Background: an optimization exercise with open tools, aiming at small area, a short achievable clock period and few clock cycles per item. Do not read the settings as production practice.
The RTL was checked by simulation tests, not by an equivalence proof against the original design.
The clock input has no modelled driver; a real chip could not lean on it and would need a root buffer or a full tree.
Power is estimated from default activity; no workload was simulated.

Setup of v26:
==> flow/design.v (excerpt) <==
module function_calculator(
    input clk_i,
    input rst_i,
    input [15:0] sw_i,
    input start_i,
    output busy_o,
    output [15:0] y_calc
 );
    function [3:0] low4;
        input [5:0] ar;
        low4 = {ar[3] & (ar[4] ^ ar[5]), ar[4] & ~ar[3], 1'b0, ar[3]} + ar[2:0];
    endfunction
    wire [7:0] b_i = sw_i[7:0];
    wire [2:0] r_d = (b_i >= 8'd216) ? 3'd6 :
                     (b_i >= 8'd125) ? 3'd5 :
                     (b_i >= 8'd64)  ? 3'd4 :
                     (b_i >= 8'd27)  ? 3'd3 :
                     (b_i >= 8'd8)   ? 3'd2 :
                     (b_i >= 8'd1)   ? 3'd1 : 3'd0;
    reg [7:0] aa;
    reg [2:0] rr;
    always @(posedge clk_i) begin
        if (rst_i) begin
            aa <= 8'd0;
            rr <= 3'd0;
        end else if (start_i) begin
            aa <= sw_i[15:8];
            rr <= r_d;
        end
    end
    wire n0 = aa[2] & ~aa[1];
    wire n1 = aa[2] & aa[1];
    wire n2 = aa[3] & ~aa[2];
    wire n3 = aa[3] & aa[2];
    wire n4 = aa[4] & ~aa[3];
    wire n5 = aa[4] & aa[3];
    wire n6 = aa[5] & ~aa[4];
    wire n7 = aa[5] & aa[4];
    wire n8 = aa[6] & ~aa[5];
    wire n9 = aa[6] & aa[5];
    wire n10 = aa[7] & ~aa[6];
    wire n11 = aa[7] & aa[6];
    wire n12 = aa[0] & aa[3];
    wire n13 = aa[0] & aa[4];
    wire n14 = aa[0] & aa[5];
    wire n15 = aa[0] & aa[6];
    wire n16 = aa[0] & aa[7];
    wire n17 = aa[1] & aa[3];
    wire n18 = aa[1] & aa[4];
    wire n19 = aa[1] & aa[5];
    wire n20 = aa[1] & aa[6];
    wire n21 = aa[1] & aa[7];
    wire n22 = aa[2] & aa[4];
    wire n23 = aa[2] & aa[5];
    wire n24 = aa[2] & aa[6];
    wire n25 = aa[2] & aa[7];
    wire n26 = aa[3] & aa[5];
  ...
Size in the first run: about 240 cells after synthesis, roughly 11 flip-flops, roughly 36 I/O pins.
Settings: LEC_CHECK=0, ABC_AREA=1, CAP_MARGIN=20, CORE_MARGIN=2, CORE_UTILIZATION=40, SETUP_SLACK_MARGIN=1.5, SLEW_MARGIN=20, SYNTH_HIERARCHICAL=1, SYNTH_MINIMUM_KEEP_SIZE=0, BUFFER_PORTS_ARGS=-buffer_cell sky130_fd_sc_hd__buf_1; clock period 5.0 ns.
standard.sh (not shown) runs the stock make flow with config.mk's settings and CLKGATE_MAP_FILE= SYNTH_SCRIPT=/design/flow/synth_recipe.tcl, a recipe that flattens the netlist after the stock synthesis.
==> flow/flow/run.sh <==
#!/bin/bash
# Standard layout, with the port buffers inserted as buf_1 cells instead of
# the resizer's default choice (clkdlybuf4s50_1, larger and slower).
set -euo pipefail
echo 'export BUFFER_PORTS_ARGS = -buffer_cell sky130_fd_sc_hd__buf_1' >> config.mk
bash standard.sh > standard.log 2>&1
v26 finished end to end and its layout was clean on timing, DRC and antenna.
Testbench counts of v26, summed over its fixed seeds: cycles 1,280, items 1,280.
What v30 does differently from v26 at the input level:
-- flow/config.mk --
<<< v26, line 8
export ABC_AREA = 1
>>> v30, line 8
export ABC_AREA = 0
Notes after the runs:
For v30, the most common cell after layout, fill and taps aside was buf_1, unlike v26, where it was nand2_1. v30 ends up with a ratio of cells with drive above 1 in the final layout that is 7.4 points higher than in v26. From v26 to v30 the numbers moved as follows: total power now sits lower; post-synthesis net count went down about 23%.
What v46 does differently from v30 at the input level:
-- flow/config.mk --
<<< v30, line 12
export SETUP_SLACK_MARGIN = 1.5
>>> v46, line 12
## What came out
v46 against v30: routed metal-1 wire length went down by 120 um, source-to-sink clock delay at the later pin of the worst-skew pair was more or less identical.
Going from v30 to v46, the switching fraction of total power was found to have gone down by 0.90 points.
Higher via count goes to v30 over v46.
v30 has a higher count of plain and timing-repair buffers in the layout than v46.
Taking v30 as the reference point, the power density over the cells of v46 rises by about 8%.
Design area: v46 vs v30 down 280 um2
Taking v30 as the reference point, the half-perimeter wire length after placement of v46 falls by about 10%.
[inputs] v8 vs v46
-- flow/config.mk --
<<< v46, line 12
>>> v8, line 12
export SETUP_SLACK_MARGIN = 0.5
For number of clock sinks, v46 and v8 come out practically identical. Diff v46 -> v8: via count went up about 0.5%; minimum period implied by the final worst setup slack went down 0.25 ns. [v8] combined flip-flop and latch cell area rose 1.7% relative to v46. There was hardly any difference in starting density of the core between v8 and v46. v8 vs. v46: utilization climbed 0.65 points, synthesis-to-layout area growth climbed 1.6 points, mapped cell area barely changed, wire length of the first global-routing pass barely changed, power climbed 0.0027 mW. Re depth of the worst hold-timing path: no difference whatsoever between v8 and v46.
Input changes introduced in v57 (baseline for comparison: v8):
-- flow/config.mk --
<<< v8, line 8
export ABC_AREA = 0
>>> v57, line 8
export ABC_AREA = 1
<<< v8, line 12
export SETUP_SLACK_MARGIN = 0.5
>>> v57, line 12
export CTS_BUF_LIST = sky130_fd_sc_hd__clkbuf_4
export CTS_CLUSTER_DIAMETER = 200
export CTS_CLUSTER_SIZE = 30
--- outcome ---
Looking only at critical path depth, and setting everything else aside, the higher value of v57 and v8 goes to v57.
Re total power: v57 is about 1.2% up on v8.
Share of the core filled with cells in the final layout for v57 is lower than for v8.
Compared v57 vs v8, and post-synthesis compound-gate area fraction is down in v57.
As of v57, post-synth design cell area had risen by a few percent compared to v8.
From v8 to v57 the numbers moved as follows: highest net fanout along the worst path decreased by 1 relative to the old numbers, wire length climbed 2.6%.
Relative to v8, the leakage component of the power of v57 is higher by about 34%.
Between v8 and v57, setup slack increased.
In v57 the final weighted congestion in routability-driven placement turned out 2.4% higher than in v8.

---

The RTL this note starts from:
==> flow/design.v <==
`timescale 1ns / 1ps
module fa3(input x, input y, input z, output s, output c);
    assign s = x ^ y ^ z;
    assign c = (x & y) | (x & z) | (y & z);
endmodule
module ha2(input x, input y, output s, output c);
    assign s = x ^ y;
    assign c = x & y;
endmodule
`timescale 1ns / 1ps
module function_calculator(
    input clk_i,
    input rst_i,
    input [15:0] sw_i,
    input start_i,
    output busy_o,
    output [15:0] y_calc
 );
    function [3:0] low4;
        input [5:0] ar;
        low4 = {ar[3] & (ar[4] ^ ar[5]), ar[4] & ~ar[3], 1'b0, ar[3]} + ar[2:0];
    endfunction
    wire [7:0] b_i = sw_i[7:0];
    wire [2:0] r_d = (b_i >= 8'd216) ? 3'd6 :
                     (b_i >= 8'd125) ? 3'd5 :
                     (b_i >= 8'd64)  ? 3'd4 :
                     (b_i >= 8'd27)  ? 3'd3 :
                     (b_i >= 8'd8)   ? 3'd2 :
                     (b_i >= 8'd1)   ? 3'd1 : 3'd0;
    reg [7:0] aa;
    reg [2:0] rr;
    always @(posedge clk_i) begin
        if (rst_i) begin
            aa <= 8'd0;
            rr <= 3'd0;
        end else if (start_i) begin
            aa <= sw_i[15:8];
            rr <= r_d;
        end
    end
    wire n0 = aa[2] & ~aa[1];
    wire n1 = aa[2] & aa[1];
    wire n2 = aa[3] & ~aa[2];
    wire n3 = aa[3] & aa[2];
    wire n4 = aa[4] & ~aa[3];
    wire n5 = aa[4] & aa[3];
    wire n6 = aa[5] & ~aa[4];
    wire n7 = aa[5] & aa[4];
    wire n8 = aa[6] & ~aa[5];
    wire n9 = aa[6] & aa[5];
    wire n10 = aa[7] & ~aa[6];
    wire n11 = aa[7] & aa[6];
    wire n12 = aa[0] & aa[3];
    wire n13 = aa[0] & aa[4];
    wire n14 = aa[0] & aa[5];
    wire n15 = aa[0] & aa[6];
    wire n16 = aa[0] & aa[7];
    wire n17 = aa[1] & aa[3];
    wire n18 = aa[1] & aa[4];
    wire n19 = aa[1] & aa[5];
    wire n20 = aa[1] & aa[6];
    wire n21 = aa[1] & aa[7];
    wire n22 = aa[2] & aa[4];
    wire n23 = aa[2] & aa[5];
    wire n24 = aa[2] & aa[6];
    wire n25 = aa[2] & aa[7];
    wire n26 = aa[3] & aa[5];
    wire n27 = aa[3] & aa[6];
    wire n28 = aa[3] & aa[7];
    wire n29 = aa[4] & aa[6];
    wire n30 = aa[4] & aa[7];
    wire n31 = aa[5] & aa[7];
    wire n32 = aa[0] & aa[1] & aa[2];
    wire n33, n34;
    ha2 un33 (.x(n3), .y(n15), .s(n33), .c(n34));
    wire n35, n36;
    fa3 un35 (.x(n4), .y(n16), .z(n20), .s(n35), .c(n36));
    wire n37, n38;
    fa3 un37 (.x(n5), .y(n21), .z(n24), .s(n37), .c(n38));
    wire n39, n40;
    ha2 un39 (.x(n6), .y(n25), .s(n39), .c(n40));
    wire n41, n42;
    ha2 un41 (.x(n7), .y(n28), .s(n41), .c(n42));
    wire n43, n44;
    ha2 un43 (.x(n0), .y(n12), .s(n43), .c(n44));
    wire n45, n46;
    fa3 un45 (.x(n1), .y(n13), .z(n17), .s(n45), .c(n46));
    wire n47, n48;
    fa3 un47 (.x(n2), .y(n14), .z(n18), .s(n47), .c(n48));
    wire n49, n50;
    fa3 un49 (.x(n19), .y(n22), .z(n33), .s(n49), .c(n50));
    wire n51, n52;
    fa3 un51 (.x(n23), .y(n34), .z(n35), .s(n51), .c(n52));
    wire n53, n54;
    fa3 un53 (.x(n26), .y(n36), .z(n37), .s(n53), .c(n54));
    wire n55, n56;
    fa3 un55 (.x(n27), .y(n38), .z(n39), .s(n55), .c(n56));
    wire n57, n58;
    fa3 un57 (.x(n29), .y(n40), .z(n41), .s(n57), .c(n58));
    wire n59, n60;
    fa3 un59 (.x(n8), .y(n30), .z(n42), .s(n59), .c(n60));
    wire n61, n62;
    ha2 un61 (.x(n9), .y(n31), .s(n61), .c(n62));
    wire n63, n64;
    ha2 un63 (.x(n32), .y(n43), .s(n63), .c(n64));
    wire n65, n66;
    fa3 un65 (.x(n44), .y(n45), .z(n64), .s(n65), .c(n66));
    wire n67, n68;
    ha2 un67 (.x(n46), .y(n47), .s(n67), .c(n68));
    wire n69, n70;
    ha2 un69 (.x(n48), .y(n49), .s(n69), .c(n70));
    wire n71, n72;
    ha2 un71 (.x(n50), .y(n51), .s(n71), .c(n72));
    wire n73, n74;
    ha2 un73 (.x(n52), .y(n53), .s(n73), .c(n74));
    wire n75, n76;
    ha2 un75 (.x(n54), .y(n55), .s(n75), .c(n76));
    wire n77, n78;
    ha2 un77 (.x(n56), .y(n57), .s(n77), .c(n78));
    wire n79, n80;
    ha2 un79 (.x(n58), .y(n59), .s(n79), .c(n80));
    wire n81, n82;
    ha2 un81 (.x(n60), .y(n61), .s(n81), .c(n82));
    wire n83, n84;
    ha2 un83 (.x(n10), .y(n62), .s(n83), .c(n84));
    wire n85 = n68 | (n67 & n66);
    wire n86 = n67 & 1'b0;
    wire n87 = n72 | (n71 & n70);
    wire n88 = n71 & n69;
    wire n89 = n76 | (n75 & n74);
    wire n90 = n75 & n73;
    wire n91 = n80 | (n79 & n78);
    wire n92 = n79 & n77;
    wire n93 = n84 | (n83 & n82);
    wire n94 = n83 & n81;
    wire n95 = n70 | (n69 & n85);
    wire n96 = n69 & n86;
    wire n97 = n87 | (n88 & n85);
    wire n98 = n88 & n86;
    wire n99 = n78 | (n77 & n89);
    wire n100 = n77 & n90;
    wire n101 = n91 | (n92 & n89);
    wire n102 = n92 & n90;
    wire n103 = 1'b0 | (n11 & n93);
    wire n104 = n11 & n94;
    wire n105 = n74 | (n73 & n97);
    wire n106 = n73 & n98;
    wire n107 = n89 | (n90 & n97);
    wire n108 = n90 & n98;
    wire n109 = n99 | (n100 & n97);
    wire n110 = n100 & n98;
    wire n111 = n101 | (n102 & n97);
    wire n112 = n102 & n98;
    wire n113 = n82 | (n81 & n111);
    wire n114 = n81 & n112;
    wire n115 = n93 | (n94 & n111);
    wire n116 = n94 & n112;
    wire n117 = n103 | (n104 & n111);
    wire n118 = n104 & n112;
    wire n119 = n67 ^ n66;
    wire n120 = n69 ^ n85;
    wire n121 = n71 ^ n95;
    wire n122 = n73 ^ n97;
    wire n123 = n75 ^ n105;
    wire n124 = n77 ^ n107;
    wire n125 = n79 ^ n109;
    wire n126 = n81 ^ n111;
    wire n127 = n83 ^ n113;
    wire n128 = n11 ^ n115;
    wire [11:0] hi = {n128, n127, n126, n125, n124, n123, n122, n121, n120, n119, n65, n63};
    assign y_calc = {hi, low4({aa[2:0], rr})};
    assign busy_o = 1'b0;
endmodule
Settings: LEC_CHECK=0, ABC_AREA=1, CAP_MARGIN=20, CORE_MARGIN=2, CORE_UTILIZATION=40, SLEW_MARGIN=20, SYNTH_HIERARCHICAL=1, SYNTH_MINIMUM_KEEP_SIZE=0, BUFFER_PORTS_ARGS=-buffer_cell sky130_fd_sc_hd__buf_1, CTS_ARGS=-buf_list sky130_fd_sc_hd__clkbuf_4 -root_buf sky130_fd_sc_hd__clkbuf_8 -dont_use_dummy_load -repair_clock_nets, POST_CTS_TCL=/design/flow/flow/post_cts.tcl; clock period 5.0 ns.
==> flow/flow/run.sh <==
#!/bin/bash
# Standard layout with two changes:
#  - port buffers are buf_1 cells (the resizer's default pick is clkdlybuf4s50_1,
#    larger and slower);
#  - after CTS, the clock tree's leaf buffers are removed so one root clock
#    buffer drives every flip-flop (the design has only a few registers).
set -euo pipefail
here=$(pwd)
echo 'export BUFFER_PORTS_ARGS = -buffer_cell sky130_fd_sc_hd__buf_1' >> config.mk
echo 'export CTS_ARGS = -buf_list sky130_fd_sc_hd__clkbuf_4 -root_buf sky130_fd_sc_hd__clkbuf_8 -dont_use_dummy_load -repair_clock_nets' >> config.mk
echo "export POST_CTS_TCL = $here/flow/post_cts.tcl" >> config.mk
bash standard.sh > standard.log 2>&1
==> flow/flow/post_cts.tcl <==
# Collapse the clock tree to a single buffer: every sink of a leaf clock
# buffer is moved onto the root buffer's output net, then the leaf buffers
# are deleted.
set block [ord::get_db_block]
set clk_port_net [$block findNet clk_i]
set root ""
foreach it [$clk_port_net getITerms] {
  set inst [$it getInst]
  if {[string match "*clkbuf*" [[$inst getMaster] getName]]} { set root $inst }
}
if {$root ne ""} {
  set rootnet [[$root findITerm X] getNet]
  set leaves {}
  foreach it [$rootnet getITerms] {
    set inst [$it getInst]
    if {$inst ne $root && [string match "*clkbuf*" [[$inst getMaster] getName]]} {
      lappend leaves $inst
    }
  }
  foreach leaf $leaves {
    set out [[$leaf findITerm X] getNet]
    set sinks {}
    foreach it [$out getITerms] {
      if {[$it getInst] ne $leaf} { lappend sinks $it }
    }
    foreach it $sinks {
      $it disconnect
      $it connect $rootnet
    }
    [$leaf findITerm A] disconnect
    [$leaf findITerm X] disconnect
    odb::dbInst_destroy $leaf
    odb::dbNet_destroy $out
  }
  puts "post_cts: moved sinks of [llength $leaves] leaf buffers onto [$root getName]"
}
estimate_parasitics -placement
report_clock_skew
report_checks -path_delay max -format end
The baseline completed with no timing, DRC or antenna violations.
Testbench counts at the start, summed over its fixed seeds: cycles 1,280, items 1,280.
Then changed:
--- a/flow/flow/post_cts.tcl
+++ b/flow/flow/post_cts.tcl
@@ -38,2 +38,13 @@
 report_clock_skew
 report_checks -path_delay max -format end
+# Upsize the flip-flops that drive the squarer (their Q pins fan out widely).
+set db [ord::get_db]
+set m2 [$db findMaster sky130_fd_sc_hd__dfxtp_4]
+foreach inst [$block getInsts] {
+  if {[[$inst getMaster] getName] eq "sky130_fd_sc_hd__dfxtp_1"} {
+    set q [[$inst findITerm Q] getNet]
+    if {$q ne "NULL" && [llength [$q getITerms]] > 4} { $inst swapMaster $m2 }
+  }
+}
+estimate_parasitics -placement
+report_checks -path_delay max -format end
=>
- The changed run completed without violations
- sequential power hardly moves
- cell count does not change
- wire length went up by 0.69%
- die area stays the same
Then changed:
--- a/flow/flow/post_cts.tcl
+++ b/flow/flow/post_cts.tcl
@@ -38,13 +38,2 @@
 report_clock_skew
 report_checks -path_delay max -format end
-# Upsize the flip-flops that drive the squarer (their Q pins fan out widely).
-set db [ord::get_db]
-set m2 [$db findMaster sky130_fd_sc_hd__dfxtp_4]
-foreach inst [$block getInsts] {
-  if {[[$inst getMaster] getName] eq "sky130_fd_sc_hd__dfxtp_1"} {
-    set q [[$inst findITerm Q] getNet]
-    if {$q ne "NULL" && [llength [$q getITerms]] > 4} { $inst swapMaster $m2 }
-  }
-}
-estimate_parasitics -placement
-report_checks -path_delay max -format end
--- a/flow/config.mk
+++ b/flow/config.mk
@@ -9,5 +9,5 @@
 export CAP_MARGIN = 20
 export CORE_MARGIN = 2
-export CORE_UTILIZATION = 40
+export CORE_UTILIZATION = 70
 export SLEW_MARGIN = 20
 export SYNTH_HIERARCHICAL = 1
What happened: The new run went through all stages and came out clean. Count of clock-buffer cells in the layout stays the same. Non-clock buffer count does not change. Final area decreases by 3.3%. Total power barely changes. Setup slack got worse by 0.28 ns. Clock power falls by about 4%. Final cell count fell by 6.9%.
Then changed:
--- a/flow/flow/post_cts.tcl
+++ b/flow/flow/post_cts.tcl
@@ -38,2 +38,13 @@
 report_clock_skew
 report_checks -path_delay max -format end
+# Upsize the flip-flops that drive the squarer (their Q pins fan out widely).
+set db [ord::get_db]
+set m2 [$db findMaster sky130_fd_sc_hd__dfxtp_2]
+foreach inst [$block getInsts] {
+  if {[[$inst getMaster] getName] eq "sky130_fd_sc_hd__dfxtp_1"} {
+    set q [[$inst findITerm Q] getNet]
+    if {$q ne "NULL" && [llength [$q getITerms]] > 4} { $inst swapMaster $m2 }
+  }
+}
+estimate_parasitics -placement
+report_checks -path_delay max -format end
--- a/flow/config.mk
+++ b/flow/config.mk
@@ -9,5 +9,5 @@
 export CAP_MARGIN = 20
 export CORE_MARGIN = 2
-export CORE_UTILIZATION = 70
+export CORE_UTILIZATION = 40
 export SLEW_MARGIN = 20
 export SYNTH_HIERARCHICAL = 1
=> The changed run finished clean. Cell area went up by about 2.1%. Area after synthesis is unchanged. Flip-flop and latch count does not change. Count of clock-buffer cells in the layout is unchanged.

==> what the ideal ports hide <==
How much do the figures lean on ideal ports? The routed layouts below were timed once more, with nothing changed but the port constraints. Step 1 (the two cells are an assumption about what drives the block):
set clk [get_ports {clk_i}]
set_driving_cell -lib_cell sky130_fd_sc_hd__clkbuf_16 $clk
set_driving_cell -lib_cell sky130_fd_sc_hd__buf_2 [delete_from_list [all_inputs] $clk]
Step 2, shift: input delay + t, output delay - t, t = (earliest + latest rising clock arrival at the registers) / 2. This alone moves slack from input paths to output paths. Three values: ideal, step 1, step 2; two values: the first two.
| run | t, ns | setup WS [ns] | worst setup path at the end |
|---|---|---|---|
| v26 | 0.248 | 1.154 / 1.134 / 1.383 | register to output |
| v30 | 0.252 | 0.997 / 0.975 / 1.227 | register to output |
| v46 | 0.253 | 0.471 / 0.448 / 0.701 | register to output |
| v8 | 0.253 | 0.724 / 0.702 / 0.955 | register to output |
| v57 | 0.279 | 0.790 / 0.770 / 1.048 | register to output |
| the first run of note 2 | 0.159 | 0.912 / 0.891 / 1.050 | register to output |
| the second run of note 2 | 0.157 | 1.047 / 1.026 / 1.183 | register to output |
| the third run of note 2 | 0.151 | 0.768 / 0.750 / 0.901 | register to output |
| the fourth run of note 2 | 0.160 | 1.007 / 0.985 / 1.145 | register to output |
After both steps setup and hold are still met in every run listed.
